Context: an optimization exercise on an open-source flow, tuned for small area and a short achievable clock period. The choices shown serve that exercise and are no tape-out recipe. The RTL of this run was laid out without a check of its function.

### flow/design.v
`timescale 1ns / 1ps
module xcore (
      input             clk,
      input             rst,
      output reg [8:0]  pc,
      input [31:0]      instruction,
      output            ram_sel,
      output            ram_we,
      output [8:0]      ram_addr,
      output [31:0]     ram_wdata,
      input [31:0]      ram_rdata,
      output            trap
      );
   reg [31:0] regA, regB;
   reg [2:0]  regC;
   reg [31:0] regf [0:15];
   wire [3:0] op = instruction[31:28];
   wire op_add  = op == 4'd0 || op == 4'd1;
   wire op_sub  = op == 4'd2;
   wire op_shft = op == 4'd3;
   wire op_and  = op == 4'd4;
   wire op_xor  = op == 4'd5;
   wire op_ldih = op == 4'd7;
   wire alu     = op[3:1] == 3'b000 || op[3:1] == 3'b001 || op[3:1] == 3'b010;   
   wire load    = op == 4'd6 || op == 4'd7 || op == 4'd8 || op == 4'd10;
   wire store   = op == 4'd9 || op == 4'd11;
   wire branch  = op[3:2] == 2'b11;
   wire immop   = op == 4'd0 || op == 4'd3 || op == 4'd6 || op == 4'd7;
   wire busop   = op == 4'd1 || op == 4'd2 || op == 4'd4 || op == 4'd5 || op[3:2] == 2'b10;
   wire viab    = op[3:1] == 3'b101;   
   wire [9:0] ai = op_ldih ? regA[9:0] : instruction[9:0];
   wire [9:0] ab = regB[9:0];
   wire ai_hi = ai[9] && ai[8:5] == 4'd0;
   wire ab_hi = ab[9] && ab[8:5] == 4'd0;
   wire ai_rf = ai_hi && !ai[4];
   wire ab_rf = ab_hi && !ab[4];
   wire ai_rb = ai_hi && ai[4:0] == 5'd16;
   wire ab_rb = ab_hi && ab[4:0] == 5'd16;
   wire ai_rc = ai_hi && ai[4:0] == 5'd17;
   wire ab_rc = ab_hi && ab[4:0] == 5'd17;
   wire ai_tr = ai[9] && !ai_hi || ai_hi && ai[4] && ai[3:1] != 3'd0;
   wire ab_tr = ab[9] && !ab_hi || ab_hi && ab[4] && ab[3:1] != 3'd0;
   wire is_rf  = viab ? ab_rf : ai_rf;
   wire is_rb  = viab ? ab_rb : ai_rb;
   wire is_rc  = viab ? ab_rc : ai_rc;
   wire is_ram = viab ? !ab[9] : !instruction[9];
   assign ram_sel   = busop && is_ram;
   assign trap      = busop && (viab ? ab_tr : ai_tr);
   assign ram_we    = store;
   assign ram_addr  = viab ? ab[8:0] : instruction[8:0];
   assign ram_wdata = regA;
   wire [31:0] imm = op_ldih ? {instruction[15:0], regA[15:0]} : {{4{instruction[27]}}, instruction[27:0]};
   wire [3:0]  ra = viab ? regB[3:0] : instruction[3:0];
   wire [31:0] rf_rd = regf[ra];
   wire s_rb  = is_rb;
   wire s_rc  = is_rc;
   wire s_imm = immop && !is_rb && !is_rc;
   wire s_ram = busop && is_ram;
   wire s_rf  = busop && is_rf;
   wire [31:0] operand = ({32{s_rb}} & regB) | ({32{s_rc}} & {29'd0, regC}) |
                         ({32{s_imm}} & imm) | ({32{s_ram}} & ram_rdata) |
                         ({32{s_rf}} & rf_rd) | {32{branch}};
   wire [31:0] aa  = load ? 32'd0 : (op_sub ? ~regA : regA);
   wire [31:0] pg_p = aa ^ operand;
   wire [31:0] pg_g = aa & operand;
   reg  [31:0] gk, pk;
   integer l, j;
   always @* begin
      gk = pg_g;
      pk = pg_p;
      for (l = 1; l < 32; l = l * 2)
        for (j = 31; j >= l; j = j - 1) begin
           gk[j] = gk[j] | (pk[j] & gk[j-l]);
           pk[j] = pk[j] & pk[j-l];
        end
   end
   wire [31:0] cin_v = {gk[30:0], 1'b0};    
   wire [31:0] s   = pg_p ^ cin_v;
   wire c31 = cin_v[31];    
   wire ac  = (op_sub ? ~(aa[31] & operand[31]) : (aa[31] | operand[31])) & c31;
   reg [31:0] nA;
   reg [2:0]  flags;
   always @* begin
      flags = {s[31] ^ op_sub, ac ^ c31, ac};
      if (op_shft) begin
         if (operand[31]) begin
            nA = {regA[30:0], 1'b0};
            flags = {regA[30], regA[31] ^ regA[30], regA[31]};
         end else begin
            nA = {regA[31], regA[31:1]};
            flags = {regA[31], 2'b00};
         end
      end else if (op_and) begin
         nA = regA & operand;
         flags = {nA[31], 2'b00};
      end else if (op_xor) begin
         nA = regA ^ operand;
         flags = {nA[31], 2'b00};
      end else if (store)
         nA = regA;
      else if (op_sub)
         nA = ~s;
      else
         nA = s;
   end
   wire a_zero = regA == 32'd0;
   wire taken = branch && (op[1] ? !a_zero : a_zero);
   always @(posedge clk, posedge rst)
     if (rst) begin
        pc <= 9'd0;
        regA <= 32'd0;
        regB <= 32'd0;
        regC <= 3'd0;
     end else begin
        pc <= taken ? (op[0] ? regB[8:0] : instruction[8:0]) : pc + 9'd1;
        regA <= nA;
        if (alu)
          regC <= flags;
        if (store && is_rb)
          regB <= regA;
     end
   always @(posedge clk)
     if (store && is_rf)
       regf[ra] <= regA;
endmodule
### flow/run.sh
#!/bin/bash
# synth_recipe.tcl (not shown) runs the flow's synth.tcl, then flattens the netlist and writes it again
# the make line also repeats each setting of config.mk as NAME=value (left out here)
make -C /OpenROAD-flow-scripts/flow DESIGN_CONFIG=/design/flow/config.mk WORK_HOME=/design/flow/orfs CLKGATE_MAP_FILE= SYNTH_SCRIPT=/design/flow/synth_recipe.tcl finish
### flow/config.mk
export PLATFORM = sky130hd
export DESIGN_NAME = xcore
export DESIGN_NICKNAME = xcore
export VERILOG_FILES = /design/flow/design.v
export SDC_FILE = /design/flow/constraint.sdc
export NUM_CORES = 4
export LEC_CHECK = 0
export ABC_AREA = 1
export CAP_MARGIN = 20
export CORE_MARGIN = 2
export CORE_UTILIZATION = 40
export SETUP_SLACK_MARGIN = 4.0
export SLEW_MARGIN = 20
### flow/constraint.sdc
create_clock -name core_clock -period 8.5 [get_ports {clk}]
set_input_delay 1.7000 -clock core_clock [delete_from_list [all_inputs] [get_ports {clk}]]
set_output_delay 1.7000 -clock core_clock [all_outputs]
set_load 0.01 [all_outputs]
==> run summary <==
[metal layers]
metal / vias up / share of wire
met3: 333 / 0.10
met1: 12400 / 0.39
met4: 2 / 0.049
met2: 1639 / 0.46
met5: - / 0.00011
li1: 10600 / -
[cells in the mapped netlist (3+ instances only)]
cell type,number,area share
xnor2_1,35,0.011
inv_2,10,0.0013
nand4_1,57,0.013
buf_2,39,0.0069
nor3_1,134,0.024
ha_1,74,0.033
xor2_1,13,0.0040
buf_4,3,0.00080
o22ai_1,124,0.028
nand2_1,348,0.046
nand2_2,4,0.00089
buf_1,9,0.0012
inv_1,144,0.019
o21ai_1,8,0.0014
clkbuf_1,101,0.013
nand3_1,143,0.025
nor2_1,262,0.035
clkinv_1,4,0.00053
nand3b_1,14,0.0037
o21bai_1,7,0.0019
o21ai_0,117,0.021
o221a_2,21,0.0084
a21oi_1,143,0.025
a21boi_0,3,0.00080
o21a_1,4,0.0011
dfrtp_1,76,0.068
a221oi_1,10,0.0031
a22oi_1,16,0.0043
nor2_2,6,0.0013
a21o_1,6,0.0016
or2_2,5,0.0011
o31ai_1,124,0.033
and3_1,4,0.00089
a31oi_1,7,0.0016
edfxtp_1,512,0.55
nor4_1,4,0.00089
o211ai_1,24,0.0064
[kinds of logic after synthesis]
group | Yosys count
buffers and inverters | 311
AO/OA/AOI/OAI | 624
AND/OR/NAND/NOR | 985
flip-flops | 588
multiplexers | 1
XOR/XNOR | 48
adder cells (fa/ha/maj) | 75
[power by group through the flow]
stage,clock network [mW],logic [mW],registers [mW]
after floorplan,0,1.30,4.01
after global placement,0,2.48,4.03
after detailed placement,0,2.49,4.04
after CTS,2.91,3.30,3.99
after global routing,3.03,3.88,4.02
final,2.90,3.70,4.01
[registers in the layout, indices dropped and copies added, names as in the netlist]
register,flops
regf,512
regA,32
pc,9
regC,3
regB,32
[layout make-up]
class                      instances  share of cell area
timing repair buffer             509               0.144
clock buffer                      84              0.0459
tap                              940              0.0299
multi-input combinational       1746               0.315
clock inverter                    34             0.00933
inverter                         158              0.0162
sequential                       588               0.440
timing repair inverter             2            0.000350
[worst min path at each step]
stage	cells past startpoint	end	from	slack (ns)
floorplan	2	regB[10]$_DFFE_PP0P_	regB[10]$_DFFE_PP0P_	0.45
global placement	2	regB[26]$_DFFE_PP0P_	regB[26]$_DFFE_PP0P_	0.47
detailed placement	2	regB[20]$_DFFE_PP0P_	regB[20]$_DFFE_PP0P_	0.47
CTS	2	regB[20]$_DFFE_PP0P_	regB[20]$_DFFE_PP0P_	0.49
global route	2	regB[27]$_DFFE_PP0P_	regB[27]$_DFFE_PP0P_	0.51
finish	2	regB[26]$_DFFE_PP0P_	regB[26]$_DFFE_PP0P_	0.49
[stage by stage]
step / worst slack, ns / std cells / cell area, µm² / hold slack, ns / util
6_report: 3.37 / 4061 / 39300 / 0.492 / 0.562
4_1_cts: 3.51 / 3973 / 37600 / 0.490 / 0.538
3_5_place_dp: 0.744 / 3626 / 30900 / 0.474 / 0.443
2_1_floorplan: 3.68 / 2632 / 28400 / 0.453 / -
5_1_grt: 3.27 / 4061 / 39300 / 0.512 / 0.562
3_3_place_gp: 0.829 / 3625 / 30900 / 0.466 / 0.442
[placed cells by master (no fill, tap or decap), types with 86 or more instances in the layout]
cell / count
nand3_1: 110
nor3_1: 125
inv_1: 114
clkdlybuf4s50_1: 94
nor2_1: 212
o31ai_1: 106
edfxtp_1: 512
o21ai_0: 86
o22ai_1: 103
buf_4: 255
nand2_1: 274
[worst max-delay path, stage by stage]
cell,delay [ns]
buf_12,0.11
inv_8,0.05
nor2_4,0.04
buf_4,0.13
buf_6,0.11
nand2_2,0.08
nor2_4,0.04
inv_2,0.06
nand4_1,0.22
nand3_1,0.20
inv_2,0.06
buf_4,0.17
buf_12,0.14
buf_4,0.18
a221oi_4,0.33
nand3_2,0.24
ha_4,0.30
a21oi_2,0.22
a21boi_4,0.30
o21ai_4,0.12
buf_12,0.14
a21oi_4,0.17
xor2_1,0.16
nand2_1,0.08
a21oi_2,0.17
a21oi_2,0.06
[what timing repair did]
| action | 4_1_cts | 5_1_grt |
|---|---|---|
| setup endpoints to repair | 589 | 185 |
| resized for setup | 512 | 195 |
| buffers inserted | 197 | 77 |
| pin swaps | 202 | 187 |
| cloned | 32 | 10 |
==> reports/qor.yml <==
outcome: "timing/DRC/antenna clean"
antennaDiodeCount: 0
cts_buffers: 66
die_area_um2: 72600
synth_xor_area_frac: 0.0149
cts_tree: "done"
ir_drop_v: 0.000167
worstSetupStartpointType: "input port"
p_sw_mw: 3.79
synth_top_family_by_area: "simple AND/OR/NAND/NOR gates"
nFillCells: 5802
synth-simple-area-share: 0.153
clk_pin_slew_ns: 0.06
num_vias: 25000
synth.distinct_cells: 51
leakage_nw: 14.7
placementRows: 97
critPathLaunch: "instruction[30]"
grt_use_total: 0.314
regArea_um2: 17300
met2_usage: 0.502
ios: 119
detail_route.wl_per_cell_um: 29.5
cts.sink_count: 588
syn_nets: 2773
die_w_um: 269
max_freq_mhz: 195
power.share.sequential: 0.378
vias_per_cell: 6.17
powerDensity_nw_per_um2: 270
reg2regPathDepth: 25
combPwrFrac: 0.349
slew-limit-headroom: 0.111
multi_input_area_um2: 12400
min_period_ns: 5.13
antenna_found_initial: 3
p_int_mw: 6.81
synth_flop_cell: "edfxtp_1"
finalSetupViolCount: 0
synthMuxAreaShare: 0.000355
ys_warn_count: 1
finalCritPeriodShare: 0.604
ctsLongestPathBuffers: 3
synthArstFlopShare: 0.129
busiest_layer: "met2"
synth-edff-count: 512
place.gp.congestion: 0.999
post_route_cells_drive_above_1_share: 0.303
endpoint_kind: "flop"
grtUsageMet1: 0.427
first_pass_iters: 6
drv_slew: 0
synth.avg_cell_area_um2: 10.7
dp_hpwl_mm: 67.8
cp_max_fo: 9
totalPowerFinal_mw: 10.6
crit_required_ns: 8.99
worstHoldPathType: "reg -> reg"
root_buffer: "clkbuf_16"
io_buffers: 118
synth_fa_ha_area_frac: 0.0336
synth-seq-cells: 588
syn-cell-area_um2: 28200
core-area_um2: 69900
tns_ns: 0
start_util: 0.403
wl_mm: 120
globalRouteMet3Util: 0.0516
ctsHtreeMaxLevel: 3
synthCells: 2632
grt_max_degree: 65
worst_slew_pin_slew_ns: 1.33
hold_viol: 0
worstSetupEndpoint: "regA[17]$_DFFE_PP0P_"
skew_ns: 0.0398
synth_compound_area_frac: 0.141
clock_latency_ns: 0.63
drv_cap: 0
cp_data_arrival_time_ns: 5.62
nNetsFinal: 3212
rsz0062_at_grt: "true"
r2r-end: "regA[19]$_DFFE_PP0P_"
grt_pass1_vias: 23700
critPathKind: "in -> reg"
yosysSeqAreaShare: 0.613
drt_iter0_drc: 3708
holdBufCountCts: 0
sw_frac_of_total: 0.358
area_growth_pct: 39.5
r2r-start: "regA[4]$_DFFE_PP0P_"
grt_pass1_wl_mm: 167
drc: 0
p_clk_frac: 0.273
rrSetupSlack_ns: 3.62
fp.dieH_um: 269
grt_overflow: 0
ant_nets: 0

[separate check: timing with driven ports]
The results above use ideal ports. As a check the final layout listed here was re-extracted and re-timed, cells and wires unchanged. Step 1: set_driving_cell puts a clkbuf_16 on clk and a buf_2 on each other input, an assumption about the parent block. Step 2 times the ports against the registers' clock, not the clock port: input delays grow and output delays shrink by t, the midpoint of the rising clock arrivals with the driver on. Slacks: ideal / step 1 / step 2; pairs: ideal / step 1.
shift t [ns]: 0.672
slack for setup (ns): 3.370 / 3.389 / 2.717
hold WS [ns]: 0.492 / 0.492 / 0.492
After both steps setup and hold are still met in this run. The setup slack of this run moves by +0.019 ns with the drivers and by -0.653 ns with both steps.
